Background: an optimization exercise with open tools, aiming at small area and a short achievable clock period. Do not read the settings as production practice. In this exercise RTL edits were held to simulation tests only and were not proved equivalent to the original.

==> flow/design.v <==
module rcore_iu_alu(
    clk,
    rst_n,
    idu_iu_pipe_sel,
    idu_iu_inst_opcode,
    idu_iu_inst_src0,
    idu_iu_inst_src1,
    idu_iu_inst_src2,
    idu_iu_inst_dstid,
    iu_rb_dstid,
    iu_rb_data_vld,
    iu_rb_data
);
input                       clk;
input                       rst_n;
input                       idu_iu_pipe_sel;
input           [7  :0]     idu_iu_inst_opcode;
input           [63 :0]     idu_iu_inst_src0;
input           [63 :0]     idu_iu_inst_src1;
input           [63 :0]     idu_iu_inst_src2;
input           [7  :0]     idu_iu_inst_dstid;
output          [7  :0]     iu_rb_dstid;
output          [63 :0]     iu_rb_data;
output                      iu_rb_data_vld;
reg                         result_data_vld_r;
reg             [7  :0]     inst_dstid_r;
reg             [63 :0]     result_sum_r;
reg                         result_w32_r;
wire            [3  :0]     op = idu_iu_inst_opcode[3:0];
wire                        op_sub = op[2] | (op[1] & op[0]);
wire                        op_w32 = ~op[0];
wire            [63 :0]     src1_inv = idu_iu_inst_src1 ^ {64{op_sub}};
wire            [63 :0]     sum      = idu_iu_inst_src0 + src1_inv + {63'b0, op_sub};
always @(posedge clk or negedge rst_n)
begin
    if (!rst_n)
        result_data_vld_r <= 1'b0;
    else
        result_data_vld_r <= idu_iu_pipe_sel;
end
always @(posedge clk)
begin
    inst_dstid_r[7:0]  <= idu_iu_inst_dstid[7:0];
    result_sum_r[63:0] <= sum[63:0];
    result_w32_r       <= op_w32;
end
assign iu_rb_data_vld    = result_data_vld_r;
assign iu_rb_dstid[7:0]  = inst_dstid_r[7:0];
assign iu_rb_data[31:0]  = result_sum_r[31:0];
assign iu_rb_data[63:32] = result_w32_r ? {32{result_sum_r[31]}} : result_sum_r[63:32];
endmodule
module rcore_iu_top(
    clk,
    rst_n,
    idu_iu_pipe_sel,
    idu_iu_inst_opcode,
    idu_iu_inst_src0,
    idu_iu_inst_src1,
    idu_iu_inst_src2,
    idu_iu_inst_dstid,
    iu_rb_dstid,
    iu_rb_data_vld,
    iu_rb_data
);
input                       clk;
input                       rst_n;
input           [4  :0]     idu_iu_pipe_sel;
input           [7  :0]     idu_iu_inst_opcode;
input           [63 :0]     idu_iu_inst_src0;
input           [63 :0]     idu_iu_inst_src1;
input           [63 :0]     idu_iu_inst_src2;
input           [7  :0]     idu_iu_inst_dstid;
output          [7  :0]     iu_rb_dstid;
output          [63 :0]     iu_rb_data;
output                      iu_rb_data_vld;
wire            [7  :0]     idu_iu_inst_opcode_w;
wire            [63 :0]     idu_iu_inst_src0_w;
wire            [63 :0]     idu_iu_inst_src1_w;
wire            [63 :0]     idu_iu_inst_src2_w;
wire            [7  :0]     idu_iu_inst_dstid_w;
wire                        idu_iu_pipe_sel_alu;
rcore_iu_alu x_rcore_iu_alu (
  .clk                      (clk),
  .rst_n                    (rst_n),
  .idu_iu_pipe_sel          (idu_iu_pipe_sel_alu),
  .idu_iu_inst_opcode       (idu_iu_inst_opcode_w),
  .idu_iu_inst_src0         (idu_iu_inst_src0_w),
  .idu_iu_inst_src1         (idu_iu_inst_src1_w),
  .idu_iu_inst_src2         (idu_iu_inst_src2_w),
  .idu_iu_inst_dstid        (idu_iu_inst_dstid_w),
  .iu_rb_dstid              (iu_rb_dstid),
  .iu_rb_data_vld           (iu_rb_data_vld),
  .iu_rb_data               (iu_rb_data)
);
assign idu_iu_inst_opcode_w[7:0] = idu_iu_inst_opcode[7:0];
assign idu_iu_inst_src0_w[63:0]  = idu_iu_inst_src0[63 :0];
assign idu_iu_inst_src1_w[63:0]  = idu_iu_inst_src1[63:0];
assign idu_iu_inst_src2_w[63:0]  = idu_iu_inst_src2[63:0];
assign idu_iu_inst_dstid_w[7:0]  = idu_iu_inst_dstid[7:0];
assign idu_iu_pipe_sel_alu       = idu_iu_pipe_sel[0];
endmodule
==> flow/config.mk <==
export PLATFORM = sky130hd
export DESIGN_NAME = rcore_iu_top
export DESIGN_NICKNAME = rcore_iu_top
export VERILOG_FILES = /design/flow/design.v
export SDC_FILE = /design/flow/constraint.sdc
export NUM_CORES = 4
export LEC_CHECK = 0
export CAP_MARGIN = 20
export CORE_MARGIN = 2
export CORE_UTILIZATION = 40
export SLEW_MARGIN = 20
==> flow/constraint.sdc <==
create_clock -name core_clock -period 8.0 [get_ports {clk}]
set_input_delay 1.6000 -clock core_clock [delete_from_list [all_inputs] [get_ports {clk}]]
set_output_delay 1.6000 -clock core_clock [all_outputs]
set_load 0.01 [all_outputs]
standard.sh (not shown) runs the stock make flow with config.mk's settings and CLKGATE_MAP_FILE= SYNTH_SCRIPT=/design/flow/synth_recipe.tcl, a recipe that flattens the netlist after the stock synthesis.
==> flow/flow/run.sh <==
#!/bin/bash
# The standard ORFS layout (standard.sh) with these changes:
#  - ports buffered by sky130_fd_sc_hd__buf_1 instead of the delay buffer buffer_ports picks;
#  - extra ORFS settings given on the make command line: SETUP_SLACK_MARGIN=4.5
set -euo pipefail
export BUFFER_PORTS_ARGS="-buffer_cell sky130_fd_sc_hd__buf_1"
bash standard.sh SETUP_SLACK_MARGIN=4.5 finish > standard.log 2>&1
The baseline went through all stages and came out clean.
Then changed:
==> flow/run.sh (new file) <==
#!/bin/bash
# synth_recipe.tcl (not shown) runs the flow's synth.tcl, then flattens the netlist and writes it again
# the make line also repeats each setting of config.mk as NAME=value (left out here)
make -C /OpenROAD-flow-scripts/flow DESIGN_CONFIG=/design/flow/config.mk WORK_HOME=/design/flow/orfs CLKGATE_MAP_FILE= SYNTH_SCRIPT=/design/flow/synth_recipe.tcl finish
removed: flow/flow/run.sh
removed: flow/standard.sh
The changed run ran to the end with no violations.
Via count went down by 8.7%.
Final area went down by 7.1%.
Wire length went down by about 7.5%.

port drivers added, routing unchanged:
In the flow no input, the clock included, has a driving cell. The finished layouts below were timed again as built, in two steps. Step 1 sets driving cells, clkbuf_16 on the clock port and buf_2 on the other inputs (assumed; they add their load-dependent delay and slew). Step 2 moves the port delays by t, midway between the first and last clock arrival at a register: inputs arrive t later, outputs are due t later. That takes back most of the time a late clock gives input paths. Three values: ideal ports, drivers, drivers and shift; two values: the first two.
run | shift t [ns] | setup WS [ns] | hold WS [ns] | worst register clock-pin slew, ns
the first run | 0.383 | 3.701 / 3.692 / 3.309 | 0.997 / 0.981 / 1.363 | 0.06 / 0.06
the second run | 0.379 | 2.223 / 2.236 / 1.858 | 1.404 / 1.397 / 1.776 | 0.07 / 0.07
After both steps setup and hold are still met in every run listed. For the first run, which loses most, drivers alone change the setup slack by -0.009 ns; drivers and shift together by -0.392 ns.
